This is an optimization exercise on Yosys and OpenROAD, whose aim is small area and a short achievable clock period, not a production implementation. RTL that was checked went through simulation tests only; none was proved equivalent to the original. The RTL of run 1 was laid out without a check of its function.

==> flow/design.v <==
module mac_unit #(
    parameter AW = 16,
    parameter BW = 16,
    parameter ACCW = 40,
    parameter SIGNED = 0
)(
    input  wire clk,
    input  wire rst_n,
    input  wire en,
    input  wire valid_in,
    input  wire [AW-1:0] a,
    input  wire [BW-1:0] b,
    output reg  valid_out,
    output reg  [ACCW-1:0] acc_out
);
  reg [78:0] pr;
  reg valid_reg;
  wire [39:0] nacc = ~acc_out;
  wire p1;
  wire p2;
  wire p3;
  wire p4;
  wire p5;
  wire p6;
  wire p7;
  wire p8;
  wire p9;
  wire p10;
  wire p11;
  wire p12;
  wire p13;
  wire p14;
  wire p15;
  wire p16;
  wire p17;
  wire p18;
  wire p19;
  wire p20;
  wire p21;
  wire p22;
  wire p23;
  wire p24;
  wire p25;
  wire p26;
  wire p27;
  wire p28;
  wire p29;
  wire p30;
  wire p31;
  wire p32;
  wire p33;
  wire p34;
  wire p35;
  wire p36;
  wire p37;
  wire p38;
  wire p39;
  wire p40;
  wire p41;
  wire p42;
  wire p43;
  wire p44;
  wire p45;
  wire p46;
  wire p47;
  wire p48;
  wire p49;
  wire p50;
  wire p51;
  wire p52;
  wire p53;
  wire p54;
  wire p55;
  wire p56;
  wire p57;
  wire p58;
  wire p59;
  wire p60;
  wire p61;
  wire p62;
  wire p63;
  wire p64;
  wire p65;
  wire p66;
  wire p67;
  wire p68;
  wire p69;
  wire p70;
  wire p71;
  wire p72;
  wire p73;
  wire p74;
  wire p75;
  wire p76;
  wire p77;
  wire p78;
  wire p79;
  wire p80;
  wire p81;
  wire p82;
  wire p83;
  wire p84;
  wire p85;
  wire p86;
  wire p87;
  wire p88;
  wire p89;
  wire p90;
  wire p91;
  wire p92;
  wire p93;
  wire p94;
  wire p95;
  wire p96;
  wire p97;
  wire p98;
  wire p99;
  wire p100;
  wire p101;
  wire p102;
  wire p103;
  wire p104;
  wire p105;
  wire p106;
  wire p107;
  wire p108;
  wire p109;
  wire p110;
  wire p111;
  wire p112;
  wire p113;
  wire p114;
  wire p115;
  wire p116;
  wire p117;
  wire p118;
  wire p119;
  wire p120;
  wire p121;
  wire p122;
  wire p123;
  wire p124;
  wire p125;
  wire p126;
  wire p127;
  wire p128;
  wire p129;
  wire p130;
  wire p131;
  wire p132;
  wire p133;
  wire p134;
  wire p135;
  wire p136;
  wire p137;
  wire p138;
  wire p139;
  wire p140;
  wire p141;
  wire p142;
  wire p143;
  wire p144;
  wire p145;
  wire p146;
  wire p147;
  wire p148;
  wire p149;
  wire p150;
  wire p151;
  wire p152;
  wire p153;
  wire p154;
  wire p155;
  wire p156;
  wire p157;
  wire p158;
  wire p159;
  wire p160;
  wire p161;
  wire p162;
  wire p163;
  wire p164;
  wire p165;
  wire p166;
  wire p167;
  wire p168;
  wire p169;
  wire p170;
  wire p171;
  wire p172;
  wire p173;
  wire p174;
  wire p175;
  wire p176;
  wire p177;
  wire p178;
  wire p179;
  wire p180;
  wire p181;
  wire p182;
  wire p183;
  wire p184;
  wire p185;
  wire p186;
  wire p187;
  wire p188;
  wire p189;
  wire p190;
  wire p191;
  wire p192;
  wire p193;
  wire p194;
  wire p195;
  wire p196;
  wire p197;
  wire p198;
  wire p199;
  wire p200;
  wire p201;
  wire p202;
  wire p203;
  wire p204;
  wire p205;
  wire p206;
  wire p207;
  wire p208;
  wire p209;
  wire p210;
  wire p211;
  wire p212;
  wire p213;
  wire p214;
  wire p215;
  wire p216;
  wire p217;
  wire p218;
  wire p219;
  wire p220;
  wire p221;
  wire p222;
  wire p223;
  wire p224;
  wire p225;
  wire p226;
  wire p227;
  wire p228;
  wire p229;
  wire p230;
  wire p231;
  wire p232;
  wire p233;
  wire p234;
  wire p235;
  wire p236;
  wire p237;
  wire p238;
  wire p239;
  wire p240;
  wire p241;
  wire p242;
  wire p243;
  wire p244;
  wire p245;
  wire p246;
  wire p247;
  wire p248;
  wire p249;
  wire p250;
  wire p251;
  wire p252;
  wire p253;
  wire p254;
  wire p255;
  wire p256;
  wire s257;
  wire c258;
  wire s259;
  wire c260;
  wire s261;
  wire c262;
  wire s263;
  wire c264;
  wire s265;
  wire c266;
  wire s267;
  wire c268;
  wire s269;
  wire c270;
  wire s271;
  wire c272;
  wire s273;
  wire c274;
  wire s275;
  wire c276;
  wire s277;
  wire c278;
  wire s279;
  wire c280;
  wire s281;
  wire c282;
  wire s283;
  wire c284;
  wire s285;
  wire c286;
  wire s287;
  wire c288;
  wire s289;
  wire c290;
  wire s291;
  wire c292;
  wire s293;
  wire c294;
  wire s295;
  wire c296;
  wire s297;
  wire c298;
  wire s299;
  wire c300;
  wire s301;
  wire c302;
  wire s303;
  wire c304;
  wire s305;
  wire c306;
  wire s307;
  wire c308;
  wire s309;
  wire c310;
  wire s311;
  wire c312;
  wire s313;
  wire c314;
  wire s315;
  wire c316;
  wire s317;
  wire c318;
  wire s319;
  wire c320;
  wire s321;
  wire c322;
  wire s323;
  wire c324;
  wire s325;
  wire c326;
  wire s327;
  wire c328;
  wire s329;
  wire c330;
  wire s331;
  wire c332;
  wire s333;
  wire c334;
  wire s335;
  wire c336;
  wire s337;
  wire c338;
  wire s339;
  wire c340;
  wire s341;
  wire c342;
  wire s343;
  wire c344;
  wire s345;
  wire c346;
  wire s347;
  wire c348;
  wire s349;
  wire c350;
  wire s351;
  wire c352;
  wire s353;
  wire c354;
  wire s355;
  wire c356;
  wire s357;
  wire c358;
  wire s359;
  wire c360;
  wire s361;
  wire c362;
  wire s363;
  wire c364;
  wire s365;
  wire c366;
  wire s367;
  wire c368;
  wire s369;
  wire c370;
  wire s371;
  wire c372;
  wire s373;
  wire c374;
  wire s375;
  wire c376;
  wire s377;
  wire c378;
  wire s379;
  wire c380;
  wire s381;
  wire c382;
  wire s383;
  wire c384;
  wire s385;
  wire c386;
  wire s387;
  wire c388;
  wire s389;
  wire c390;
  wire s391;
  wire c392;
  wire s393;
  wire c394;
  wire s395;
  wire c396;
  wire s397;
  wire c398;
  wire s399;
  wire c400;
  wire s401;
  wire c402;
  wire s403;
  wire c404;
  wire s405;
  wire c406;
  wire s407;
  wire c408;
  wire s409;
  wire c410;
  wire s411;
  wire c412;
  wire s413;
  wire c414;
  wire s415;
  wire c416;
  wire s417;
  wire c418;
  wire s419;
  wire c420;
  wire s421;
  wire c422;
  wire s423;
  wire c424;
  wire s425;
  wire c426;
  wire s427;
  wire c428;
  wire s429;
  wire c430;
  wire s431;
  wire c432;
  wire s433;
  wire c434;
  wire s435;
  wire c436;
  wire s437;
  wire c438;
  wire s439;
  wire c440;
  wire s441;
  wire c442;
  wire s443;
  wire c444;
  wire s445;
  wire c446;
  wire s447;
  wire c448;
  wire s449;
  wire c450;
  wire s451;
  wire c452;
  wire s453;
  wire c454;
  wire s455;
  wire c456;
  wire s457;
  wire c458;
  wire s459;
  wire c460;
  wire s461;
  wire c462;
  wire s463;
  wire c464;
  wire s465;
  wire c466;
  wire s467;
  wire c468;
  wire s469;
  wire c470;
  wire s471;
  wire c472;
  wire s473;
  wire c474;
  wire s475;
  wire c476;
  wire s477;
  wire c478;
  wire s479;
  wire c480;
  wire s481;
  wire c482;
  wire s483;
  wire c484;
  wire s485;
  wire c486;
  wire s487;
  wire c488;
  wire s489;
  wire c490;
  wire s491;
  wire c492;
  wire s493;
  wire c494;
  wire s495;
  wire c496;
  wire s497;
  wire c498;
  wire s499;
  wire c500;
  wire s501;
  wire c502;
  wire s503;
  wire c504;
  wire s505;
  wire c506;
  wire s507;
  wire c508;
  wire s509;
  wire c510;
  wire s511;
  wire c512;
  wire s513;
  wire c514;
  wire s515;
  wire c516;
  wire s517;
  wire c518;
  wire s519;
  wire c520;
  wire s521;
  wire c522;
  wire s523;
  wire c524;
  wire s525;
  wire c526;
  wire s527;
  wire c528;
  wire s529;
  wire c530;
  wire s531;
  wire c532;
  wire s533;
  wire c534;
  wire s535;
  wire c536;
  wire s537;
  wire c538;
  wire s539;
  wire c540;
  wire s541;
  wire c542;
  wire s543;
  wire c544;
  wire s545;
  wire c546;
  wire s547;
  wire c548;
  wire s549;
  wire c550;
  wire s551;
  wire c552;
  wire s553;
  wire c554;
  wire s555;
  wire c556;
  wire s557;
  wire c558;
  wire s559;
  wire c560;
  wire s561;
  wire c562;
  wire s563;
  wire c564;
  wire s565;
  wire c566;
  wire s567;
  wire c568;
  wire s569;
  wire c570;
  wire s571;
  wire c572;
  wire s573;
  wire c574;
  wire s575;
  wire c576;
  wire s577;
  wire c578;
  wire s579;
  wire c580;
  wire s581;
  wire c582;
  wire s583;
  wire c584;
  wire s585;
  wire c586;
  wire s587;
  wire c588;
  wire s589;
  wire c590;
  wire s591;
  wire c592;
  wire s593;
  wire c594;
  wire s595;
  wire c596;
  wire s597;
  wire c598;
  wire s599;
  wire c600;
  wire s601;
  wire c602;
  wire s603;
  wire c604;
  wire s605;
  wire c606;
  wire s607;
  wire c608;
  wire s609;
  wire c610;
  wire s611;
  wire c612;
  wire s613;
  wire c614;
  wire s615;
  wire c616;
  wire s617;
  wire c618;
  wire s619;
  wire c620;
  wire s621;
  wire c622;
  wire s623;
  wire c624;
  wire s625;
  wire c626;
  wire s627;
  wire c628;
  wire s629;
  wire c630;
  wire s631;
  wire c632;
  wire s633;
  wire c634;
  wire s635;
  wire c636;
  wire s637;
  wire c638;
  wire s639;
  wire c640;
  wire s641;
  wire c642;
  wire s643;
  wire c644;
  wire s645;
  wire c646;
  wire s647;
  wire c648;
  wire s649;
  wire c650;
  wire s651;
  wire c652;
  wire s653;
  wire c654;
  wire s655;
  wire c656;
  wire s657;
  wire c658;
  wire s659;
  wire c660;
  wire s661;
  wire c662;
  wire s663;
  wire c664;
  wire s665;
  wire c666;
  wire s667;
  wire c668;
  wire s669;
  wire c670;
  wire s671;
  wire c672;
  wire s673;
  wire c674;
  wire s675;
  wire c676;
  wire s677;
  wire c678;
  wire s679;
  wire c680;
  wire s681;
  wire c682;
  wire s683;
  wire c684;
  wire s685;
  wire c686;
  wire s687;
  wire c688;
  wire s689;
  wire c690;
  wire s691;
  wire c692;
  wire s693;
  wire c694;
  wire s695;
  wire c696;
  wire s697;
  wire c698;
  wire s699;
  wire c700;
  wire s701;
  wire c702;
  wire s703;
  wire c704;
  wire s705;
  wire c706;
  wire s707;
  wire c708;
  wire s709;
  wire c710;
  wire s711;
  wire c712;
  wire s713;
  wire c714;
  wire s715;
  wire c716;
  wire s717;
  wire c718;
  wire s719;
  wire c720;
  wire s721;
  wire c722;
  wire s723;
  wire c724;
  wire s725;
  wire c726;
  wire s727;
  wire c728;
  wire s729;
  wire c730;
  wire s731;
  wire c732;
  wire s733;
  wire c734;
  wire s735;
  wire c736;
  assign p1 = ~(a[0] & b[0]);
  assign p2 = ~(a[0] & b[1]);
  assign p3 = ~(a[0] & b[2]);
  assign p4 = ~(a[0] & b[3]);
  assign p5 = ~(a[0] & b[4]);
  assign p6 = ~(a[0] & b[5]);
  assign p7 = ~(a[0] & b[6]);
  assign p8 = ~(a[0] & b[7]);
  assign p9 = ~(a[0] & b[8]);
  assign p10 = ~(a[0] & b[9]);
  assign p11 = ~(a[0] & b[10]);
  assign p12 = ~(a[0] & b[11]);
  assign p13 = ~(a[0] & b[12]);
  assign p14 = ~(a[0] & b[13]);
  assign p15 = ~(a[0] & b[14]);
  assign p16 = ~(a[0] & b[15]);
  assign p17 = ~(a[1] & b[0]);
  assign p18 = ~(a[1] & b[1]);
  assign p19 = ~(a[1] & b[2]);
  assign p20 = ~(a[1] & b[3]);
  assign p21 = ~(a[1] & b[4]);
  assign p22 = ~(a[1] & b[5]);
  assign p23 = ~(a[1] & b[6]);
  assign p24 = ~(a[1] & b[7]);
  assign p25 = ~(a[1] & b[8]);
  assign p26 = ~(a[1] & b[9]);
  assign p27 = ~(a[1] & b[10]);
  assign p28 = ~(a[1] & b[11]);
  assign p29 = ~(a[1] & b[12]);
  assign p30 = ~(a[1] & b[13]);
  assign p31 = ~(a[1] & b[14]);
  assign p32 = ~(a[1] & b[15]);
  assign p33 = ~(a[2] & b[0]);
  assign p34 = ~(a[2] & b[1]);
  assign p35 = ~(a[2] & b[2]);
  assign p36 = ~(a[2] & b[3]);
  assign p37 = ~(a[2] & b[4]);
  assign p38 = ~(a[2] & b[5]);
  assign p39 = ~(a[2] & b[6]);
  assign p40 = ~(a[2] & b[7]);
  assign p41 = ~(a[2] & b[8]);
  assign p42 = ~(a[2] & b[9]);
  assign p43 = ~(a[2] & b[10]);
  assign p44 = ~(a[2] & b[11]);
  assign p45 = ~(a[2] & b[12]);
  assign p46 = ~(a[2] & b[13]);
  assign p47 = ~(a[2] & b[14]);
  assign p48 = ~(a[2] & b[15]);
  assign p49 = ~(a[3] & b[0]);
  assign p50 = ~(a[3] & b[1]);
  assign p51 = ~(a[3] & b[2]);
  assign p52 = ~(a[3] & b[3]);
  assign p53 = ~(a[3] & b[4]);
  assign p54 = ~(a[3] & b[5]);
  assign p55 = ~(a[3] & b[6]);
  assign p56 = ~(a[3] & b[7]);
  assign p57 = ~(a[3] & b[8]);
  assign p58 = ~(a[3] & b[9]);
  assign p59 = ~(a[3] & b[10]);
  assign p60 = ~(a[3] & b[11]);
  assign p61 = ~(a[3] & b[12]);
  assign p62 = ~(a[3] & b[13]);
  assign p63 = ~(a[3] & b[14]);
  assign p64 = ~(a[3] & b[15]);
  assign p65 = ~(a[4] & b[0]);
  assign p66 = ~(a[4] & b[1]);
  assign p67 = ~(a[4] & b[2]);
  assign p68 = ~(a[4] & b[3]);
  assign p69 = ~(a[4] & b[4]);
  assign p70 = ~(a[4] & b[5]);
  assign p71 = ~(a[4] & b[6]);
  assign p72 = ~(a[4] & b[7]);
  assign p73 = ~(a[4] & b[8]);
  assign p74 = ~(a[4] & b[9]);
  assign p75 = ~(a[4] & b[10]);
  assign p76 = ~(a[4] & b[11]);
  assign p77 = ~(a[4] & b[12]);
  assign p78 = ~(a[4] & b[13]);
  assign p79 = ~(a[4] & b[14]);
  assign p80 = ~(a[4] & b[15]);
  assign p81 = ~(a[5] & b[0]);
  assign p82 = ~(a[5] & b[1]);
  assign p83 = ~(a[5] & b[2]);
  assign p84 = ~(a[5] & b[3]);
  assign p85 = ~(a[5] & b[4]);
  assign p86 = ~(a[5] & b[5]);
  assign p87 = ~(a[5] & b[6]);
  assign p88 = ~(a[5] & b[7]);
  assign p89 = ~(a[5] & b[8]);
  assign p90 = ~(a[5] & b[9]);
  assign p91 = ~(a[5] & b[10]);
  assign p92 = ~(a[5] & b[11]);
  assign p93 = ~(a[5] & b[12]);
  assign p94 = ~(a[5] & b[13]);
  assign p95 = ~(a[5] & b[14]);
  assign p96 = ~(a[5] & b[15]);
  assign p97 = ~(a[6] & b[0]);
  assign p98 = ~(a[6] & b[1]);
  assign p99 = ~(a[6] & b[2]);
  assign p100 = ~(a[6] & b[3]);
  assign p101 = ~(a[6] & b[4]);
  assign p102 = ~(a[6] & b[5]);
  assign p103 = ~(a[6] & b[6]);
  assign p104 = ~(a[6] & b[7]);
  assign p105 = ~(a[6] & b[8]);
  assign p106 = ~(a[6] & b[9]);
  assign p107 = ~(a[6] & b[10]);
  assign p108 = ~(a[6] & b[11]);
  assign p109 = ~(a[6] & b[12]);
  assign p110 = ~(a[6] & b[13]);
  assign p111 = ~(a[6] & b[14]);
  assign p112 = ~(a[6] & b[15]);
  assign p113 = ~(a[7] & b[0]);
  assign p114 = ~(a[7] & b[1]);
  assign p115 = ~(a[7] & b[2]);
  assign p116 = ~(a[7] & b[3]);
  assign p117 = ~(a[7] & b[4]);
  assign p118 = ~(a[7] & b[5]);
  assign p119 = ~(a[7] & b[6]);
  assign p120 = ~(a[7] & b[7]);
  assign p121 = ~(a[7] & b[8]);
  assign p122 = ~(a[7] & b[9]);
  assign p123 = ~(a[7] & b[10]);
  assign p124 = ~(a[7] & b[11]);
  assign p125 = ~(a[7] & b[12]);
  assign p126 = ~(a[7] & b[13]);
  assign p127 = ~(a[7] & b[14]);
  assign p128 = ~(a[7] & b[15]);
  assign p129 = ~(a[8] & b[0]);
  assign p130 = ~(a[8] & b[1]);
  assign p131 = ~(a[8] & b[2]);
  assign p132 = ~(a[8] & b[3]);
  assign p133 = ~(a[8] & b[4]);
  assign p134 = ~(a[8] & b[5]);
  assign p135 = ~(a[8] & b[6]);
  assign p136 = ~(a[8] & b[7]);
  assign p137 = ~(a[8] & b[8]);
  assign p138 = ~(a[8] & b[9]);
  assign p139 = ~(a[8] & b[10]);
  assign p140 = ~(a[8] & b[11]);
  assign p141 = ~(a[8] & b[12]);
  assign p142 = ~(a[8] & b[13]);
  assign p143 = ~(a[8] & b[14]);
  assign p144 = ~(a[8] & b[15]);
  assign p145 = ~(a[9] & b[0]);
  assign p146 = ~(a[9] & b[1]);
  assign p147 = ~(a[9] & b[2]);
  assign p148 = ~(a[9] & b[3]);
  assign p149 = ~(a[9] & b[4]);
  assign p150 = ~(a[9] & b[5]);
  assign p151 = ~(a[9] & b[6]);
  assign p152 = ~(a[9] & b[7]);
  assign p153 = ~(a[9] & b[8]);
  assign p154 = ~(a[9] & b[9]);
  assign p155 = ~(a[9] & b[10]);
  assign p156 = ~(a[9] & b[11]);
  assign p157 = ~(a[9] & b[12]);
  assign p158 = ~(a[9] & b[13]);
  assign p159 = ~(a[9] & b[14]);
  assign p160 = ~(a[9] & b[15]);
  assign p161 = ~(a[10] & b[0]);
  assign p162 = ~(a[10] & b[1]);
  assign p163 = ~(a[10] & b[2]);
  assign p164 = ~(a[10] & b[3]);
  assign p165 = ~(a[10] & b[4]);
  assign p166 = ~(a[10] & b[5]);
  assign p167 = ~(a[10] & b[6]);
  assign p168 = ~(a[10] & b[7]);
  assign p169 = ~(a[10] & b[8]);
  assign p170 = ~(a[10] & b[9]);
  assign p171 = ~(a[10] & b[10]);
  assign p172 = ~(a[10] & b[11]);
  assign p173 = ~(a[10] & b[12]);
  assign p174 = ~(a[10] & b[13]);
  assign p175 = ~(a[10] & b[14]);
  assign p176 = ~(a[10] & b[15]);
  assign p177 = ~(a[11] & b[0]);
  assign p178 = ~(a[11] & b[1]);
  assign p179 = ~(a[11] & b[2]);
  assign p180 = ~(a[11] & b[3]);
  assign p181 = ~(a[11] & b[4]);
  assign p182 = ~(a[11] & b[5]);
  assign p183 = ~(a[11] & b[6]);
  assign p184 = ~(a[11] & b[7]);
  assign p185 = ~(a[11] & b[8]);
  assign p186 = ~(a[11] & b[9]);
  assign p187 = ~(a[11] & b[10]);
  assign p188 = ~(a[11] & b[11]);
  assign p189 = ~(a[11] & b[12]);
  assign p190 = ~(a[11] & b[13]);
  assign p191 = ~(a[11] & b[14]);
  assign p192 = ~(a[11] & b[15]);
  assign p193 = ~(a[12] & b[0]);
  assign p194 = ~(a[12] & b[1]);
  assign p195 = ~(a[12] & b[2]);
  assign p196 = ~(a[12] & b[3]);
  assign p197 = ~(a[12] & b[4]);
  assign p198 = ~(a[12] & b[5]);
  assign p199 = ~(a[12] & b[6]);
  assign p200 = ~(a[12] & b[7]);
  assign p201 = ~(a[12] & b[8]);
  assign p202 = ~(a[12] & b[9]);
  assign p203 = ~(a[12] & b[10]);
  assign p204 = ~(a[12] & b[11]);
  assign p205 = ~(a[12] & b[12]);
  assign p206 = ~(a[12] & b[13]);
  assign p207 = ~(a[12] & b[14]);
  assign p208 = ~(a[12] & b[15]);
  assign p209 = ~(a[13] & b[0]);
  assign p210 = ~(a[13] & b[1]);
  assign p211 = ~(a[13] & b[2]);
  assign p212 = ~(a[13] & b[3]);
  assign p213 = ~(a[13] & b[4]);
  assign p214 = ~(a[13] & b[5]);
  assign p215 = ~(a[13] & b[6]);
  assign p216 = ~(a[13] & b[7]);
  assign p217 = ~(a[13] & b[8]);
  assign p218 = ~(a[13] & b[9]);
  assign p219 = ~(a[13] & b[10]);
  assign p220 = ~(a[13] & b[11]);
  assign p221 = ~(a[13] & b[12]);
  assign p222 = ~(a[13] & b[13]);
  assign p223 = ~(a[13] & b[14]);
  assign p224 = ~(a[13] & b[15]);
  assign p225 = ~(a[14] & b[0]);
  assign p226 = ~(a[14] & b[1]);
  assign p227 = ~(a[14] & b[2]);
  assign p228 = ~(a[14] & b[3]);
  assign p229 = ~(a[14] & b[4]);
  assign p230 = ~(a[14] & b[5]);
  assign p231 = ~(a[14] & b[6]);
  assign p232 = ~(a[14] & b[7]);
  assign p233 = ~(a[14] & b[8]);
  assign p234 = ~(a[14] & b[9]);
  assign p235 = ~(a[14] & b[10]);
  assign p236 = ~(a[14] & b[11]);
  assign p237 = ~(a[14] & b[12]);
  assign p238 = ~(a[14] & b[13]);
  assign p239 = ~(a[14] & b[14]);
  assign p240 = ~(a[14] & b[15]);
  assign p241 = ~(a[15] & b[0]);
  assign p242 = ~(a[15] & b[1]);
  assign p243 = ~(a[15] & b[2]);
  assign p244 = ~(a[15] & b[3]);
  assign p245 = ~(a[15] & b[4]);
  assign p246 = ~(a[15] & b[5]);
  assign p247 = ~(a[15] & b[6]);
  assign p248 = ~(a[15] & b[7]);
  assign p249 = ~(a[15] & b[8]);
  assign p250 = ~(a[15] & b[9]);
  assign p251 = ~(a[15] & b[10]);
  assign p252 = ~(a[15] & b[11]);
  assign p253 = ~(a[15] & b[12]);
  assign p254 = ~(a[15] & b[13]);
  assign p255 = ~(a[15] & b[14]);
  assign p256 = ~(a[15] & b[15]);
  mac_hai ha1 (.a(p104), .b(p119), .s(s257), .co(c258));
  mac_fa fa1 (.a(p105), .b(p120), .ci(p135), .s(s259), .co(c260));
  mac_hai ha2 (.a(p15), .b(p150), .s(s261), .co(c262));
  mac_fa fa2 (.a(p106), .b(p121), .ci(p136), .s(s263), .co(c264));
  mac_fa fa3 (.a(p151), .b(p16), .ci(p166), .s(s265), .co(c266));
  mac_hai ha3 (.a(p181), .b(p196), .s(s267), .co(c268));
  mac_fa fa4 (.a(p107), .b(p122), .ci(p137), .s(s269), .co(c270));
  mac_fa fa5 (.a(p152), .b(p167), .ci(p182), .s(s271), .co(c272));
  mac_hai ha4 (.a(p197), .b(p212), .s(s273), .co(c274));
  mac_fa fa6 (.a(p108), .b(p123), .ci(p138), .s(s275), .co(c276));
  mac_fa fa7 (.a(p153), .b(p168), .ci(p183), .s(s277), .co(c278));
  mac_fa fa8 (.a(p109), .b(p124), .ci(p139), .s(s279), .co(c280));
  mac_hai ha5 (.a(p10), .b(p100), .s(s281), .co(c282));
  mac_fa fa9 (.a(p101), .b(p11), .ci(p116), .s(s283), .co(c284));
  mac_hai ha6 (.a(p131), .b(p146), .s(s285), .co(c286));
  mac_fa fa10 (.a(p102), .b(p117), .ci(p12), .s(s287), .co(c288));
  mac_fa fa11 (.a(p132), .b(p147), .ci(p162), .s(s289), .co(c290));
  mac_hai ha7 (.a(p177), .b(p27), .s(s291), .co(c292));
  mac_fa fa12 (.a(p103), .b(p118), .ci(p13), .s(s293), .co(c294));
  mac_fa fa13 (.a(p133), .b(p148), .ci(p163), .s(s295), .co(c296));
  mac_fa fa14 (.a(p178), .b(p193), .ci(p28), .s(s297), .co(c298));
  mac_hai ha8 (.a(p43), .b(p58), .s(s299), .co(c300));
  mac_fa fa15 (.a(p134), .b(p14), .ci(p149), .s(s301), .co(c302));
  mac_fa fa16 (.a(p164), .b(p179), .ci(p194), .s(s303), .co(c304));
  mac_fa fa17 (.a(p209), .b(p29), .ci(p44), .s(s305), .co(c306));
  mac_fa fa18 (.a(p59), .b(p74), .ci(p89), .s(s307), .co(c308));
  mac_fa fa19 (.a(p165), .b(p180), .ci(p195), .s(s309), .co(c310));
  mac_fa fa20 (.a(p210), .b(p225), .ci(p30), .s(s311), .co(c312));
  mac_fa fa21 (.a(p45), .b(p60), .ci(p75), .s(s313), .co(c314));
  mac_fa fa22 (.a(p90), .b(c258), .ci(s261), .s(s315), .co(c316));
  mac_fa fa23 (.a(p211), .b(p226), .ci(p241), .s(s317), .co(c318));
  mac_fa fa24 (.a(p31), .b(p46), .ci(p61), .s(s319), .co(c320));
  mac_fa fa25 (.a(p76), .b(p91), .ci(c262), .s(s321), .co(c322));
  mac_fa fa26 (.a(s267), .b(c260), .ci(s263), .s(s323), .co(c324));
  mac_fa fa27 (.a(p227), .b(p242), .ci(p32), .s(s325), .co(c326));
  mac_fa fa28 (.a(p47), .b(p62), .ci(p77), .s(s327), .co(c328));
  mac_fa fa29 (.a(p92), .b(c268), .ci(s273), .s(s329), .co(c330));
  mac_fa fa30 (.a(c264), .b(c266), .ci(s269), .s(s331), .co(c332));
  mac_fa fa31 (.a(p198), .b(p213), .ci(p228), .s(s333), .co(c334));
  mac_fa fa32 (.a(p243), .b(p48), .ci(p63), .s(s335), .co(c336));
  mac_fa fa33 (.a(p78), .b(p93), .ci(c274), .s(s337), .co(c338));
  mac_fa fa34 (.a(c270), .b(c272), .ci(s275), .s(s339), .co(c340));
  mac_fa fa35 (.a(p154), .b(p169), .ci(p184), .s(s341), .co(c342));
  mac_fa fa36 (.a(p199), .b(p214), .ci(p229), .s(s343), .co(c344));
  mac_fa fa37 (.a(p244), .b(p64), .ci(p79), .s(s345), .co(c346));
  mac_fa fa38 (.a(p94), .b(c276), .ci(c278), .s(s347), .co(c348));
  mac_fa fa39 (.a(p110), .b(p125), .ci(p140), .s(s349), .co(c350));
  mac_fa fa40 (.a(p155), .b(p170), .ci(p185), .s(s351), .co(c352));
  mac_fa fa41 (.a(p200), .b(p215), .ci(p230), .s(s353), .co(c354));
  mac_fa fa42 (.a(p245), .b(p80), .ci(p95), .s(s355), .co(c356));
  mac_fa fa43 (.a(p111), .b(p126), .ci(p141), .s(s357), .co(c358));
  mac_fa fa44 (.a(p156), .b(p171), .ci(p186), .s(s359), .co(c360));
  mac_fa fa45 (.a(p201), .b(p216), .ci(p231), .s(s361), .co(c362));
  mac_fa fa46 (.a(p112), .b(p127), .ci(p142), .s(s363), .co(c364));
  mac_fa fa47 (.a(p157), .b(p172), .ci(p187), .s(s365), .co(c366));
  mac_fa fa48 (.a(p128), .b(p143), .ci(p158), .s(s367), .co(c368));
  mac_hai ha9 (.a(p22), .b(p37), .s(s369), .co(c370));
  mac_fa fa49 (.a(p113), .b(p23), .ci(p38), .s(s371), .co(c372));
  mac_hai ha10 (.a(p53), .b(p68), .s(s373), .co(c374));
  mac_fa fa50 (.a(p114), .b(p129), .ci(p24), .s(s375), .co(c376));
  mac_fa fa51 (.a(p39), .b(p54), .ci(p69), .s(s377), .co(c378));
  mac_hai ha11 (.a(p84), .b(p9), .s(s379), .co(c380));
  mac_fa fa52 (.a(p115), .b(p130), .ci(p145), .s(s381), .co(c382));
  mac_fa fa53 (.a(p25), .b(p40), .ci(p55), .s(s383), .co(c384));
  mac_fa fa54 (.a(p70), .b(p85), .ci(s281), .s(s385), .co(c386));
  mac_fa fa55 (.a(p161), .b(p26), .ci(p41), .s(s387), .co(c388));
  mac_fa fa56 (.a(p56), .b(p71), .ci(p86), .s(s389), .co(c390));
  mac_fa fa57 (.a(c282), .b(s285), .ci(s283), .s(s391), .co(c392));
  mac_fa fa58 (.a(p42), .b(p57), .ci(p72), .s(s393), .co(c394));
  mac_fa fa59 (.a(p87), .b(c286), .ci(s291), .s(s395), .co(c396));
  mac_fa fa60 (.a(c284), .b(s287), .ci(s289), .s(s397), .co(c398));
  mac_fa fa61 (.a(p73), .b(p88), .ci(c292), .s(s399), .co(c400));
  mac_fa fa62 (.a(s299), .b(c288), .ci(c290), .s(s401), .co(c402));
  mac_fa fa63 (.a(s293), .b(s295), .ci(s297), .s(s403), .co(c404));
  mac_fa fa64 (.a(c300), .b(s257), .ci(c294), .s(s405), .co(c406));
  mac_fa fa65 (.a(c296), .b(c298), .ci(s301), .s(s407), .co(c408));
  mac_fa fa66 (.a(s303), .b(s305), .ci(s307), .s(s409), .co(c410));
  mac_fa fa67 (.a(c302), .b(c304), .ci(c306), .s(s411), .co(c412));
  mac_fa fa68 (.a(c308), .b(s259), .ci(s309), .s(s413), .co(c414));
  mac_fa fa69 (.a(s311), .b(s313), .ci(s315), .s(s415), .co(c416));
  mac_fa fa70 (.a(c310), .b(c312), .ci(c314), .s(s417), .co(c418));
  mac_fa fa71 (.a(s265), .b(s317), .ci(s319), .s(s419), .co(c420));
  mac_fa fa72 (.a(c316), .b(s321), .ci(s323), .s(s421), .co(c422));
  mac_fa fa73 (.a(c318), .b(c320), .ci(s271), .s(s423), .co(c424));
  mac_fa fa74 (.a(s325), .b(s327), .ci(c322), .s(s425), .co(c426));
  mac_fa fa75 (.a(s329), .b(c324), .ci(s331), .s(s427), .co(c428));
  mac_fa fa76 (.a(c326), .b(c328), .ci(s277), .s(s429), .co(c430));
  mac_fa fa77 (.a(s333), .b(s335), .ci(c330), .s(s431), .co(c432));
  mac_fa fa78 (.a(s337), .b(c332), .ci(s339), .s(s433), .co(c434));
  mac_fa fa79 (.a(c334), .b(c336), .ci(s279), .s(s435), .co(c436));
  mac_fa fa80 (.a(s341), .b(s343), .ci(s345), .s(s437), .co(c438));
  mac_fa fa81 (.a(c338), .b(s347), .ci(c340), .s(s439), .co(c440));
  mac_fa fa82 (.a(c280), .b(c342), .ci(c344), .s(s441), .co(c442));
  mac_fa fa83 (.a(c346), .b(s349), .ci(s351), .s(s443), .co(c444));
  mac_fa fa84 (.a(s353), .b(s355), .ci(c348), .s(s445), .co(c446));
  mac_fa fa85 (.a(p246), .b(p96), .ci(c350), .s(s447), .co(c448));
  mac_fa fa86 (.a(c352), .b(c354), .ci(c356), .s(s449), .co(c450));
  mac_fa fa87 (.a(s357), .b(s359), .ci(s361), .s(s451), .co(c452));
  mac_fa fa88 (.a(p202), .b(p217), .ci(p232), .s(s453), .co(c454));
  mac_fa fa89 (.a(p247), .b(c358), .ci(c360), .s(s455), .co(c456));
  mac_fa fa90 (.a(c362), .b(s363), .ci(s365), .s(s457), .co(c458));
  mac_fa fa91 (.a(p173), .b(p188), .ci(p203), .s(s459), .co(c460));
  mac_fa fa92 (.a(p218), .b(p233), .ci(p248), .s(s461), .co(c462));
  mac_fa fa93 (.a(c364), .b(c366), .ci(s367), .s(s463), .co(c464));
  mac_fa fa94 (.a(p144), .b(p159), .ci(p174), .s(s465), .co(c466));
  mac_fa fa95 (.a(p189), .b(p204), .ci(p219), .s(s467), .co(c468));
  mac_fa fa96 (.a(p234), .b(p249), .ci(c368), .s(s469), .co(c470));
  mac_fa fa97 (.a(p160), .b(p175), .ci(p190), .s(s471), .co(c472));
  mac_fa fa98 (.a(p205), .b(p220), .ci(p235), .s(s473), .co(c474));
  mac_fa fa99 (.a(p176), .b(p191), .ci(p206), .s(s475), .co(c476));
  mac_hai ha12 (.a(p20), .b(p35), .s(s477), .co(c478));
  mac_fa fa100 (.a(p21), .b(p36), .ci(p51), .s(s479), .co(c480));
  mac_hai ha13 (.a(p6), .b(p66), .s(s481), .co(c482));
  mac_fa fa101 (.a(p52), .b(p67), .ci(p7), .s(s483), .co(c484));
  mac_fa fa102 (.a(p82), .b(p97), .ci(s369), .s(s485), .co(c486));
  mac_fa fa103 (.a(p8), .b(p83), .ci(p98), .s(s487), .co(c488));
  mac_fa fa104 (.a(c370), .b(s373), .ci(s371), .s(s489), .co(c490));
  mac_fa fa105 (.a(p99), .b(c374), .ci(s379), .s(s491), .co(c492));
  mac_fa fa106 (.a(c372), .b(s375), .ci(s377), .s(s493), .co(c494));
  mac_fa fa107 (.a(c380), .b(c376), .ci(c378), .s(s495), .co(c496));
  mac_fa fa108 (.a(s381), .b(s383), .ci(s385), .s(s497), .co(c498));
  mac_fa fa109 (.a(c382), .b(c384), .ci(s387), .s(s499), .co(c500));
  mac_fa fa110 (.a(s389), .b(c386), .ci(s391), .s(s501), .co(c502));
  mac_fa fa111 (.a(c388), .b(c390), .ci(s393), .s(s503), .co(c504));
  mac_fa fa112 (.a(s395), .b(c392), .ci(s397), .s(s505), .co(c506));
  mac_fa fa113 (.a(c394), .b(c396), .ci(s399), .s(s507), .co(c508));
  mac_fa fa114 (.a(s401), .b(c398), .ci(s403), .s(s509), .co(c510));
  mac_fa fa115 (.a(c400), .b(c402), .ci(s405), .s(s511), .co(c512));
  mac_fa fa116 (.a(c404), .b(s407), .ci(s409), .s(s513), .co(c514));
  mac_fa fa117 (.a(c406), .b(c408), .ci(c410), .s(s515), .co(c516));
  mac_fa fa118 (.a(s411), .b(s413), .ci(s415), .s(s517), .co(c518));
  mac_fa fa119 (.a(c412), .b(c414), .ci(s417), .s(s519), .co(c520));
  mac_fa fa120 (.a(s419), .b(c416), .ci(s421), .s(s521), .co(c522));
  mac_fa fa121 (.a(c418), .b(c420), .ci(s423), .s(s523), .co(c524));
  mac_fa fa122 (.a(s425), .b(c422), .ci(s427), .s(s525), .co(c526));
  mac_fa fa123 (.a(c424), .b(s429), .ci(c426), .s(s527), .co(c528));
  mac_fa fa124 (.a(s431), .b(c428), .ci(s433), .s(s529), .co(c530));
  mac_fa fa125 (.a(c430), .b(s435), .ci(s437), .s(s531), .co(c532));
  mac_fa fa126 (.a(c432), .b(c434), .ci(s439), .s(s533), .co(c534));
  mac_fa fa127 (.a(c436), .b(c438), .ci(s441), .s(s535), .co(c536));
  mac_fa fa128 (.a(s443), .b(s445), .ci(c440), .s(s537), .co(c538));
  mac_fa fa129 (.a(c442), .b(s447), .ci(c444), .s(s539), .co(c540));
  mac_fa fa130 (.a(s449), .b(s451), .ci(c446), .s(s541), .co(c542));
  mac_fa fa131 (.a(s453), .b(c448), .ci(c450), .s(s543), .co(c544));
  mac_fa fa132 (.a(s455), .b(c452), .ci(s457), .s(s545), .co(c546));
  mac_fa fa133 (.a(c454), .b(s459), .ci(s461), .s(s547), .co(c548));
  mac_fa fa134 (.a(c456), .b(c458), .ci(s463), .s(s549), .co(c550));
  mac_fa fa135 (.a(c460), .b(c462), .ci(s465), .s(s551), .co(c552));
  mac_fa fa136 (.a(s467), .b(s469), .ci(c464), .s(s553), .co(c554));
  mac_fa fa137 (.a(p250), .b(c466), .ci(c468), .s(s555), .co(c556));
  mac_fa fa138 (.a(s471), .b(s473), .ci(c470), .s(s557), .co(c558));
  mac_fa fa139 (.a(p221), .b(p236), .ci(p251), .s(s559), .co(c560));
  mac_fa fa140 (.a(c472), .b(c474), .ci(s475), .s(s561), .co(c562));
  mac_fa fa141 (.a(p192), .b(p207), .ci(p222), .s(s563), .co(c564));
  mac_fa fa142 (.a(p237), .b(p252), .ci(c476), .s(s565), .co(c566));
  mac_fa fa143 (.a(p208), .b(p223), .ci(p238), .s(s567), .co(c568));
  mac_fa fa144 (.a(p18), .b(p3), .ci(p33), .s(s569), .co(c570));
  mac_fa fa145 (.a(p19), .b(p34), .ci(p4), .s(s571), .co(c572));
  mac_fa fa146 (.a(p49), .b(c570), .ci(s571), .s(s573), .co(c574));
  mac_fa fa147 (.a(p5), .b(p50), .ci(p65), .s(s575), .co(c576));
  mac_fa fa148 (.a(s477), .b(c572), .ci(s575), .s(s577), .co(c578));
  mac_fa fa149 (.a(p81), .b(c478), .ci(s481), .s(s579), .co(c580));
  mac_fa fa150 (.a(c576), .b(s479), .ci(s579), .s(s581), .co(c582));
  mac_fa fa151 (.a(c482), .b(c480), .ci(s483), .s(s583), .co(c584));
  mac_fa fa152 (.a(c580), .b(s485), .ci(s583), .s(s585), .co(c586));
  mac_fa fa153 (.a(c484), .b(s487), .ci(c486), .s(s587), .co(c588));
  mac_fa fa154 (.a(c584), .b(s489), .ci(s587), .s(s589), .co(c590));
  mac_fa fa155 (.a(c488), .b(s491), .ci(c490), .s(s591), .co(c592));
  mac_fa fa156 (.a(s493), .b(c588), .ci(s591), .s(s593), .co(c594));
  mac_fa fa157 (.a(c492), .b(s495), .ci(c494), .s(s595), .co(c596));
  mac_fa fa158 (.a(s497), .b(c592), .ci(s595), .s(s597), .co(c598));
  mac_fa fa159 (.a(c496), .b(s499), .ci(c498), .s(s599), .co(c600));
  mac_fa fa160 (.a(c596), .b(s501), .ci(s599), .s(s601), .co(c602));
  mac_fa fa161 (.a(c500), .b(s503), .ci(c502), .s(s603), .co(c604));
  mac_fa fa162 (.a(c504), .b(s507), .ci(c506), .s(s605), .co(c606));
  mac_fa fa163 (.a(c508), .b(s511), .ci(c510), .s(s607), .co(c608));
  mac_fa fa164 (.a(c512), .b(s515), .ci(c514), .s(s609), .co(c610));
  mac_fa fa165 (.a(c516), .b(s519), .ci(c518), .s(s611), .co(c612));
  mac_fa fa166 (.a(s543), .b(c540), .ci(s545), .s(s613), .co(c614));
  mac_fa fa167 (.a(s547), .b(c544), .ci(c546), .s(s615), .co(c616));
  mac_fa fa168 (.a(c548), .b(s551), .ci(c550), .s(s617), .co(c618));
  mac_fa fa169 (.a(s555), .b(c552), .ci(s557), .s(s619), .co(c620));
  mac_fa fa170 (.a(s559), .b(c556), .ci(s561), .s(s621), .co(c622));
  mac_fa fa171 (.a(c560), .b(s563), .ci(s565), .s(s623), .co(c624));
  mac_fa fa172 (.a(c562), .b(s623), .ci(c622), .s(s625), .co(c626));
  mac_fa fa173 (.a(p253), .b(c564), .ci(s567), .s(s627), .co(c628));
  mac_fa fa174 (.a(c566), .b(s627), .ci(c624), .s(s629), .co(c630));
  mac_fa fa175 (.a(p224), .b(p239), .ci(p254), .s(s631), .co(c632));
  mac_fa fa176 (.a(c568), .b(s631), .ci(c628), .s(s633), .co(c634));
  mac_fa fa177 (.a(p240), .b(p255), .ci(c632), .s(s635), .co(c636));
  mac_hai ha14 (.a(pr[1]), .b(pr[2]), .s(s637), .co(c638));
  mac_hai ha15 (.a(pr[3]), .b(nacc[2]), .s(s639), .co(c640));
  mac_hai ha16 (.a(pr[4]), .b(nacc[3]), .s(s641), .co(c642));
  mac_fa fa178 (.a(pr[5]), .b(pr[6]), .ci(nacc[4]), .s(s643), .co(c644));
  mac_fa fa179 (.a(pr[7]), .b(pr[8]), .ci(nacc[5]), .s(s645), .co(c646));
  mac_fa fa180 (.a(pr[10]), .b(pr[9]), .ci(nacc[6]), .s(s647), .co(c648));
  mac_fa fa181 (.a(pr[11]), .b(pr[12]), .ci(nacc[7]), .s(s649), .co(c650));
  mac_fa fa182 (.a(pr[13]), .b(pr[14]), .ci(nacc[8]), .s(s651), .co(c652));
  mac_fa fa183 (.a(pr[15]), .b(pr[16]), .ci(nacc[9]), .s(s653), .co(c654));
  mac_fa fa184 (.a(pr[17]), .b(pr[18]), .ci(nacc[10]), .s(s655), .co(c656));
  mac_fa fa185 (.a(pr[19]), .b(pr[20]), .ci(pr[21]), .s(s657), .co(c658));
  mac_fa fa186 (.a(pr[22]), .b(nacc[11]), .ci(c656), .s(s659), .co(c660));
  mac_fa fa187 (.a(pr[23]), .b(pr[24]), .ci(pr[25]), .s(s661), .co(c662));
  mac_fa fa188 (.a(nacc[12]), .b(c658), .ci(s661), .s(s663), .co(c664));
  mac_fa fa189 (.a(pr[26]), .b(pr[27]), .ci(pr[28]), .s(s665), .co(c666));
  mac_fa fa190 (.a(nacc[13]), .b(c662), .ci(s665), .s(s667), .co(c668));
  mac_fa fa191 (.a(pr[29]), .b(pr[30]), .ci(pr[31]), .s(s669), .co(c670));
  mac_fa fa192 (.a(nacc[14]), .b(c666), .ci(s669), .s(s671), .co(c672));
  mac_fa fa193 (.a(pr[32]), .b(pr[33]), .ci(pr[34]), .s(s673), .co(c674));
  mac_fa fa194 (.a(nacc[15]), .b(c670), .ci(s673), .s(s675), .co(c676));
  mac_fa fa195 (.a(pr[35]), .b(pr[36]), .ci(pr[37]), .s(s677), .co(c678));
  mac_fa fa196 (.a(pr[38]), .b(pr[39]), .ci(nacc[16]), .s(s679), .co(c680));
  mac_fa fa197 (.a(c674), .b(s677), .ci(s679), .s(s681), .co(c682));
  mac_fa fa198 (.a(pr[40]), .b(pr[41]), .ci(pr[42]), .s(s683), .co(c684));
  mac_fa fa199 (.a(pr[43]), .b(nacc[17]), .ci(c678), .s(s685), .co(c686));
  mac_fa fa200 (.a(c680), .b(s683), .ci(s685), .s(s687), .co(c688));
  mac_fa fa201 (.a(pr[44]), .b(pr[45]), .ci(pr[46]), .s(s689), .co(c690));
  mac_fa fa202 (.a(pr[47]), .b(nacc[18]), .ci(c684), .s(s691), .co(c692));
  mac_fa fa203 (.a(s689), .b(c686), .ci(s691), .s(s693), .co(c694));
  mac_fa fa204 (.a(pr[48]), .b(pr[49]), .ci(pr[50]), .s(s695), .co(c696));
  mac_fa fa205 (.a(pr[51]), .b(nacc[19]), .ci(c690), .s(s697), .co(c698));
  mac_fa fa206 (.a(s695), .b(c692), .ci(s697), .s(s699), .co(c700));
  mac_fa fa207 (.a(pr[52]), .b(pr[53]), .ci(pr[54]), .s(s701), .co(c702));
  mac_fa fa208 (.a(pr[55]), .b(nacc[20]), .ci(c696), .s(s703), .co(c704));
  mac_fa fa209 (.a(s701), .b(c698), .ci(s703), .s(s705), .co(c706));
  mac_fa fa210 (.a(pr[56]), .b(pr[57]), .ci(nacc[21]), .s(s707), .co(c708));
  mac_fa fa211 (.a(c702), .b(s707), .ci(c704), .s(s709), .co(c710));
  mac_fa fa212 (.a(pr[58]), .b(pr[59]), .ci(pr[60]), .s(s711), .co(c712));
  mac_fa fa213 (.a(nacc[22]), .b(c708), .ci(s711), .s(s713), .co(c714));
  mac_fa fa214 (.a(pr[61]), .b(pr[62]), .ci(pr[63]), .s(s715), .co(c716));
  mac_fa fa215 (.a(nacc[23]), .b(c712), .ci(s715), .s(s717), .co(c718));
  mac_fa fa216 (.a(pr[64]), .b(pr[65]), .ci(pr[66]), .s(s719), .co(c720));
  mac_fa fa217 (.a(nacc[24]), .b(c716), .ci(s719), .s(s721), .co(c722));
  mac_fa fa218 (.a(pr[67]), .b(pr[68]), .ci(pr[69]), .s(s723), .co(c724));
  mac_fa fa219 (.a(nacc[25]), .b(c720), .ci(s723), .s(s725), .co(c726));
  mac_fa fa220 (.a(pr[70]), .b(nacc[26]), .ci(c724), .s(s727), .co(c728));
  mac_fa fa221 (.a(pr[71]), .b(pr[72]), .ci(nacc[27]), .s(s729), .co(c730));
  mac_fa fa222 (.a(pr[73]), .b(pr[74]), .ci(nacc[28]), .s(s731), .co(c732));
  mac_fa fa223 (.a(pr[75]), .b(pr[76]), .ci(nacc[29]), .s(s733), .co(c734));
  mac_fa fa224 (.a(pr[77]), .b(pr[78]), .ci(nacc[30]), .s(s735), .co(c736));
  wire [39:0] ra = {nacc[39], nacc[38], nacc[37], nacc[36], nacc[35], nacc[34], nacc[33], nacc[32], nacc[31], c734, c732, c730, s729, s727, c722, c718, c714, s713, c706, c700, c694, c688, c682, c676, c672, c668, c664, c660, s657, c654, c652, c650, c648, c646, c644, c642, c640, c638, nacc[1], pr[0]};
  wire [39:0] rb = {1'b1, 1'b1, 1'b1, 1'b1, 1'b1, 1'b1, 1'b1, 1'b1, c736, s735, s733, s731, c728, c726, s725, s721, s717, c710, s709, s705, s699, s693, s687, s681, s675, s671, s667, s663, s659, s655, s653, s651, s649, s647, s645, s643, s641, s639, s637, nacc[0]};
  wire [33:0] lo = {1'b0, ra[32:0]} + {1'b0, rb[32:0]} + 34'd1;
  wire [6:0] hi_inc = acc_out[39:33] + 7'd1;
  wire [39:0] sum = {lo[33] ? acc_out[39:33] : hi_inc, ~lo[32:0]};
  always @(posedge clk) begin
    pr <= {c636, p256, c634, s635, c630, s633, c626, s629, s625, c620, s621, c558, c618, s619, c554, s617, c616, s553, s615, c614, s549, s613, c542, c538, s541, s539, c536, s537, c534, s535, c532, s533, c530, s531, c528, s529, c526, s527, c524, c612, s525, c522, s523, c520, s611, s521, c610, s609, c608, s517, s607, c606, s513, s605, c604, s509, c602, s603, c600, s505, s601, c598, s597, c594, s593, c590, s589, c586, s585, c582, s581, c578, s577, c574, s573, s569, p2, p17, p1};
    valid_reg <= valid_in & rst_n;
  end
  always @(posedge clk) begin
    if (!rst_n) begin
      acc_out <= 40'd0;
      valid_out <= 1'b0;
    end else begin
      valid_out <= valid_reg;
      if (en && valid_reg)
        acc_out <= sum;
    end
  end
endmodule
module mac_fa (input wire a, input wire b, input wire ci,
               output wire s, output wire co);
  assign s = a ^ b ^ ci;
  assign co = (a & b) | (a & ci) | (b & ci);
endmodule
module mac_hai (input wire a, input wire b, output wire s, output wire co);
  mac_xnor x0 (.a(a), .b(b), .y(s));
  mac_or o0 (.a(a), .b(b), .y(co));
endmodule
module mac_xnor (input wire a, input wire b, output wire y);
  assign y = ~(a ^ b);
endmodule
module mac_or (input wire a, input wire b, output wire y);
  assign y = a | b;
endmodule
module mac_fx (input wire a, input wire b, input wire ci,
               output wire s, output wire co);
  wire t;
  mac_xor x0 (.a(a), .b(b), .y(t));
  mac_xor x1 (.a(t), .b(ci), .y(s));
  mac_mux m0 (.s(t), .d0(a), .d1(ci), .y(co));
endmodule
module mac_xor (input wire a, input wire b, output wire y);
  assign y = a ^ b;
endmodule
module mac_mux (input wire s, input wire d0, input wire d1, output wire y);
  assign y = s ? d1 : d0;
endmodule
==> flow/run.sh <==
#!/bin/bash
# synth_recipe.tcl (not shown) runs the flow's synth.tcl, then flattens the netlist and writes it again
# the make line also repeats each setting of config.mk as NAME=value (left out here)
make -C /OpenROAD-flow-scripts/flow DESIGN_CONFIG=/design/flow/config.mk WORK_HOME=/design/flow/orfs CLKGATE_MAP_FILE= SYNTH_SCRIPT=/design/flow/synth_recipe.tcl finish
==> flow/config.mk <==
export PLATFORM = sky130hd
export DESIGN_NAME = mac_unit
export DESIGN_NICKNAME = mac_unit
export VERILOG_FILES = /design/flow/design.v
export SDC_FILE = /design/flow/constraint.sdc
export NUM_CORES = 4
export LEC_CHECK = 0
export CAP_MARGIN = 20
export CORE_MARGIN = 2
export CORE_UTILIZATION = 65
export CTS_BUF_LIST = sky130_fd_sc_hd__clkbuf_4 sky130_fd_sc_hd__clkbuf_8
export SETUP_SLACK_MARGIN = 3.5
export SLEW_MARGIN = 20
export SYNTH_HIERARCHICAL = 1
export SYNTH_MINIMUM_KEEP_SIZE = 0
==> flow/constraint.sdc <==
create_clock -name core_clock -period 7.0 [get_ports {clk}]
set_input_delay 1.4000 -clock core_clock [delete_from_list [all_inputs] [get_ports {clk}]]
set_output_delay 1.4000 -clock core_clock [all_outputs]
set_load 0.01 [all_outputs]
==> summary.txt, run 1 <==
* Status: finished clean
* DRT Wirelength at 27500 um
* Drt pass-1 iters at 5
* IO buf count at 76
* # DRC at 0
* Synthesized Nets at 1381
* CTS H-tree lvls at 4
* #FFs+latches synth at 121
* Clock Skew at 0.00833 ns
* Layout area overhead at 17.1%
* CP Launch Type: flip-flop
* Final hold violation count at 0
* Final setup vio count at 0
* Max reg flops at 79
* Placed inst area at 11800 um^2
* Largest net degree at the start of global routing at 57
* F_max at 0.273 GHz
* Top reg by flops: pr
* Grt ovf at 0
* Rows at 47
* Worst Hold Class: flip-flop to flip-flop
* Post-Place Worst Slack at 2.26 ns
* Crit share post-route at 52.2%
* Filler Cell Count at 1155
* Reg2Reg Capture Point: acc_out[33]
* Die span in x at 133 um
* Diodes inserted at 0
* Tightest Pin Transition at 1.01 ns
* Total Negative Setup Slacks at 0 ns
* Number of global-route vias before repair at 8359
* Iter 0 DRT Violations at 666
* Asr flop ratio synth at 0%
* Core area at 16500 um^2
* Slew margin rel. at 32.6%
* DR vias/cell at 5.95
* DP Wirelength at 19800 um
* Register Area at 2430 um^2
* Crit end category: flip-flop
* Max-slew violations at 0
* Chip height at 133 um
* CTS tree: done
* Biggest regs: pr x79, acc_out x40
* Hold EP: acc_out[39]
* Post-synthesis cell type count at 55
* Minimum clock period at 3.66 ns
* CTS clock-pin slew for the worst setup and hold paths at 0.07 ns
* Cts bufs inserted at 17
* Hold wc startpoint: acc_out[39]
* FF-to-FF Start: pr[35]
* Placed Cells at 1304
* Area of the multi-input gates at 8510 um^2
* Final #Nets at 1421
* Share of layout cells above drive strength 1 at 18.9%
* Reg2Reg Depth at 13
* Critical Path Fanout Max at 5
* WL/cell at 20.2 um
* Layout Cells excl Fill at 1360
* Initial antenna violation count at 0
* Clk buf depth at 2
* Via count at 8093
* Routed Antenna Nets at 0
* Final worst slack at 3.34 ns
* First-pass GRT wire length at 44400 um
* Initial Utilization at 65.9%
* Clock sink total at 121
* Syn. warnings at 7
* Global Route Usage Sum at 33.0%
* Min-Delay Path Depth at 2
* Critical path class: flip-flop to flip-flop
* IO Count at 77
* Syn Std Cell Area at 10800 um^2
* Top FF cell, synth: dfxtp_1
* Register area share after synthesis at 22.3%
* Worst skew pair latency at 0.45 ns
* Worst R2R Setup Slack at 3.34 ns
* Clk Tree Root Cell: clkbuf_8
* RSZ-0062 raised after global routing: true
* Arrival @ worst endpoint at 4.03 ns
* WP data required at 7.37 ns
* Post-synth EDFFs at 0
* Die area at 17700 um^2
* Post-route cell area at 12700 um^2
* Avg Inst Size Synth at 9.98 um^2
* Max-cap viol count at 0
* Gp weighted congestion at 0.900
* Mapped Cells at 1087
worst max path at each step:
| stage | startpoint | endpoint | slack, ns |
|---|---|---|---|
| floorplan | a[7] | pr[34] | 3.22 |
| global placement | a[6] | pr[34] | 2.32 |
| detailed placement | a[6] | pr[34] | 2.26 |
| CTS | pr[42] | acc_out[33] | 3.41 |
| global route | pr[48] | acc_out[33] | 3.23 |
| finish | pr[35] | acc_out[33] | 3.34 |
layout make-up:
class	count	area share, %
sequential	121	19.1
multi-input combinational	844	67.0
timing repair buffer	101	7.21
inverter	42	1.27
clock buffer	20	2.12
clock inverter	12	1.12
tap	220	2.17
placed cells by master, fill, tap and decap left out, types with 6 or more instances in the layout:
| master | n |
|---|---|
| nand2_1 | 267 |
| fa_1 | 180 |
| dfxtp_1 | 117 |
| fa_2 | 45 |
| clkdlybuf4s50_1 | 44 |
| inv_1 | 41 |
| xnor2_1 | 34 |
| nor2_1 | 33 |
| a21oi_1 | 30 |
| buf_4 | 25 |
| o21ai_0 | 24 |
| clkbuf_4 | 22 |
| a211oi_1 | 21 |
| ha_1 | 21 |
| clkbuf_8 | 19 |
| or2_1 | 16 |
| nand3_1 | 14 |
| a21o_1 | 12 |
| nand2_2 | 11 |
| a21oi_2 | 11 |
| xor2_1 | 8 |
| ha_4 | 7 |
| and2_1 | 6 |
| nand2b_1 | 6 |
| nand4_1 | 6 |
| nand2_4 | 6 |
modules after synthesis (local to each module, per instance), a selection:
module | cells | cell area [um^2]
mac_unit | 831 | 6120
mac_or | 1 | 6.26
mac_fa | 1 | 20.0
mac_xnor | 1 | 8.76
metal layers:
layer	up-vias	share of wire, %	GRT usage [%]
li1	3555	-	-
met1	4012	42	47.5
met2	455	46	50.8
met3	71	10	8.18
met4	0	2.5	9.63
met5	-	0	0
synthesized netlist by cell type (7+ instances only):
cell	count	area share, %
nand2_1	283	9.8
fa_1	225	42
dfxtp_1	121	22
clkbuf_1	79	2.7
a21oi_1	43	2.0
inv_1	41	1.4
xnor2_1	36	2.9
nor2_1	34	1.2
ha_1	33	3.8
o21ai_0	31	1.4
a211oi_1	23	1.6
or2_1	16	0.92
nand3_1	14	0.65
a21o_1	12	0.83
xor2_1	8	0.65
and2_1	7	0.40
per-stage QoR:
| stage | utilization [%] | hold slack [ns] |
|---|---|---|
| after global placement | 71.4 | 0.454 |
| after detailed placement | 71.4 | 0.464 |
| after CTS | 75.4 | 0.476 |
| final | 77.1 | 0.469 |
| after global routing | 77.1 | 0.507 |
| after floorplan | - | 0.462 |
critical path, cell delays in order (launching register included):
cell and delay [ns]:
dfxtp_1 0.32, fa_2 0.41, fa_2 0.55, fa_1 0.45
ha_4 0.21, a21o_1 0.20, a21oi_4 0.13, nor2b_2 0.06
o22ai_2 0.15, o21ai_2 0.10, o31a_1 0.39, buf_6 0.16
or3_4 0.32, a21oi_2 0.13
what timing repair did:
| action | 4_1_cts | 5_1_grt |
|---|---|---|
| cloned | 1 | 0 |
| resized for setup | 207 | 71 |
| setup endpoints to repair | 82 | 50 |
| pin swaps | 29 | 27 |
| setup buffers | 13 | 10 |
| hold buffers | 0 | 0 |
logic make-up after synthesis:
group / share of synthesized area, %
AOI/OAI and AO/OA: 9.15
muxes: 0.369
DFF: 22.3
and+or+nand+nor: 15.0
buffers and inverters: 4.22
adders and majority gates: 45.3
xor gates and xnor gates: 3.55
==> run 2: changes to the inputs <==
--- a/flow/design.v
+++ b/flow/design.v
@@ -1284,15 +1284,2 @@
   assign y = a | b;
 endmodule
-module mac_fx (input wire a, input wire b, input wire ci,
-               output wire s, output wire co);
-  wire t;
-  mac_xor x0 (.a(a), .b(b), .y(t));
-  mac_xor x1 (.a(t), .b(ci), .y(s));
-  mac_mux m0 (.s(t), .d0(a), .d1(ci), .y(co));
-endmodule
-module mac_xor (input wire a, input wire b, output wire y);
-  assign y = a ^ b;
-endmodule
-module mac_mux (input wire s, input wire d0, input wire d1, output wire y);
-  assign y = s ? d1 : d0;
-endmodule
--- a/flow/config.mk
+++ b/flow/config.mk
@@ -9,6 +9,5 @@
 export CORE_MARGIN = 2
 export CORE_UTILIZATION = 65
-export CTS_BUF_LIST = sky130_fd_sc_hd__clkbuf_4 sky130_fd_sc_hd__clkbuf_8
-export SETUP_SLACK_MARGIN = 3.5
+export SETUP_SLACK_MARGIN = 3.3
 export SLEW_MARGIN = 20
 export SYNTH_HIERARCHICAL = 1
==> run 2 against run 1 <==
Compared with the run above:
- still clean
- first-iteration DRC count is 11% higher
- die area is the same
- register-to-register slack worse by 0.07 ns
- sequential share of layout area rose by 0.50 points
- utilization shrank 2.2 points
- via count decreased by 1.1%
- synthesized area unchanged
- cell count shrank 1.3%
- critical path type unchanged
- critical endpoint is now acc_out[38]
- largest cell class unchanged
==> summary.txt, run 2 <==
* Iter 0 DRT Violations at 741
* Die span in x at 133 um
* Placed inst area at 11600 um^2
* # DRC at 0
* Layout area overhead at 13.8%
* Post-synthesis cell type count at 55
* Clk Tree Root Cell: clkbuf_16
* Final setup vio count at 0
* Crit-path max cell delay at 0.57 ns
* Final core utilization at 75.0%
* WL/cell at 20.4 um
* Leading cell type in the layout, fill and taps excluded: nand2_1
* Buf/Inv on CP at 0
* DR vias/cell at 5.96
* RSZ-0062 raised after global routing: true
* Top cell type's share of synthesized area at 41.5%
* Biggest regs: pr x79, acc_out x40
* CP Launch Type: flip-flop
* Top delay family on crit path: adder cells
* DRT Wirelength at 27400 um
* IO Count at 77
* Via count at 8008
* Worst Hold Class: flip-flop to flip-flop
* CTS H-tree lvls at 4
* Arrival @ worst endpoint at 4.08 ns
* #FFs+latches synth at 121
* DP Wirelength at 20100 um
* Top reg by flops: pr
* Drt pass-1 iters at 5
* CTS clock-pin slew for the worst setup and hold paths at 0.06 ns
* Max reg flops at 79
* Tightest Pin Transition at 1.05 ns
* Chip height at 133 um
* Clock sink total at 121
* CTS tree: done
* Asr flop ratio synth at 0%
* Final #Nets at 1404
* Gp weighted congestion at 0.905
* Number of global-route vias before repair at 8374
* Routed Antenna Nets at 0
* Initial Utilization at 65.9%
* Commonest cells in the netlist: 283 x nand2_1, 225 x fa_1, 121 x dfxtp_1
* Diodes inserted at 0
* Syn Std Cell Area at 10800 um^2
* Share of layout cells above drive strength 1 at 11.0%
* Hold Slack at 0.477 ns
* IO buf count at 76
* Most frequent cells in the layout: 278 x nand2_1, 215 x fa_1, 120 x dfxtp_1
* First-pass GRT wire length at 44600 um
* Area of the multi-input gates at 8180 um^2
* WP data required at 7.35 ns
* Max-cap viol count at 0
* Cts bufs inserted at 17
* Global Route Usage Sum at 32.9%
* Max-slew violations at 0
* Clk buf depth at 2
* Slowest-stage cell, CP: fa_1
* Post-route cell area at 12300 um^2
* Crit path cell chain: fa_2, fa_1, fa_1, ha_4, a21o_1, a21oi_2, nor2b_2, o22ai_2, o21ai_2, o31a_1, or4_1, a21oi_2
* Crit end category: flip-flop
* Clock Skew at 0.00944 ns
* Crit share post-route at 53.3%
* F_max at 0.268 GHz
* Register area share after synthesis at 22.3%
* Grt ovf at 0
* Filler Cell Count at 1158
* Worst skew pair latency at 0.43 ns
* Avg Inst Size Synth at 9.98 um^2
* Minimum clock period at 3.73 ns
* Status: finished clean
* Die area at 17700 um^2
* Syn. warnings at 7
* Most instantiated library cell after synthesis: nand2_1
* Critical path class: flip-flop to flip-flop
* Post-synth EDFFs at 0
* Core area at 16500 um^2
* Largest net degree at the start of global routing at 57
* Synthesized Nets at 1381
* Post-synth top area cell: fa_1
* Register Area at 2420 um^2
* Mapped Cells at 1087
* Slew margin rel. at 30.0%
* Rows at 47
* Initial antenna violation count at 0
* Total Negative Setup Slacks at 0 ns
* Top FF cell, synth: dfxtp_1
* Final hold violation count at 0
* Synth top area cells: fa_1 42%, dfxtp_1 22%, nand2_1 9.8%
* Critical Path Fanout Max at 4
-- run 2: cell counts after synthesis --
No cell type changed its count.
-- run 2: layout make-up --
type,count,area share (%)
inverter,42,1.31
clock inverter,13,1.18
clock buffer,19,3.67
tap,220,2.23
timing repair buffer,84,5.70
multi-input combinational,844,66.3
sequential,121,19.6
-- run 2: per-stage QoR --
step | setup WS [ns] | cells
after floorplan | 3.22 | 1087
after global placement | 2.34 | 1303
after detailed placement | 2.30 | 1303
after CTS | 3.30 | 1338
after global routing | 3.16 | 1343
final | 3.27 | 1343
-- run 2: worst paths after layout --
kind | start | end | slack [ns] | cells past startpoint
worst max-delay path | pr[42] | acc_out[38] | 3.27 | 12
worst max register to register | pr[42] | acc_out[38] | 3.27 | 12
worst min-delay path | acc_out[2] | acc_out[2] | 0.48 | 2
worst min register to register | acc_out[2] | acc_out[2] | 0.48 | 2
-- run 2: repair_timing --
| item | in CTS | in global routing |
|---|---|---|
| endpoints found under the setup margin | 74 | 44 |
| resized for setup | 108 | 82 |
| hold buffers | 0 | 0 |
| buffers inserted | 3 | 5 |
| pin swaps | 3 | 17 |
-- run 2: per-layer routing --
| layer | up-vias | wire [um] | GRT usage [%] |
|---|---|---|---|
| met5 | - | 0 | 0 |
| met4 | 0 | 427 | 8.22 |
| met3 | 50 | 2530 | 8.41 |
| met2 | 401 | 12700 | 51.4 |
| met1 | 4038 | 11700 | 47.2 |
| li1 | 3519 | - | - |
-- run 2: logic make-up after synthesis --
logic type	share of synthesized area [%]
AOI/OAI and AO/OA	9.15
xor gates and xnor gates	3.55
adders and majority gates	45.3
buffers and inverters	4.22
DFF	22.3
muxes	0.369
and+or+nand+nor	15.0
-- run 2: tightest hold or removal path, cell delays in order (launching register included) --
cell and delay [ns]:
dfxtp_1 0.32, nand2_1 0.06, a21oi_1 0.05
-- run 2: per-module statistics from Yosys, one instance, submodules excluded, excerpt --
| module | flip-flops and latches | cell area (um^2) | cells | copies in the design |
|---|---|---|---|---|
| mac_fa | 0 | 20.0 | 1 | 224 |
| mac_or | 0 | 6.26 | 1 | 16 |
| mac_unit | 121 | 6120 | 831 | 1 |
| mac_xnor | 0 | 8.76 | 1 | 16 |

re-timing with driven ports:
How much do the figures lean on ideal ports? The routed layouts below were timed once more, with nothing changed but the port constraints. Step 1 sets driving cells, clkbuf_16 on the clock port and buf_2 on the other inputs (assumed; they add their load-dependent delay and slew). Step 2 moves the port delays by t, midway between the first and last clock arrival at a register: inputs arrive t later, outputs are due t later. That takes back most of the time a late clock gives input paths. Three values: ideal ports, drivers, drivers and shift; two values: the first two.
run | t, ns | setup slack, ns | cell pins on the clock port's net
run 1 | 0.482 | 3.343 / 3.343 / 3.060 | 1
run 2 | 0.461 | 3.269 / 3.269 / 2.914 | 1
After both steps every run listed still meets setup and hold. For run 2, which loses most, drivers alone change the setup slack by 0.000 ns; drivers and shift together by -0.355 ns.
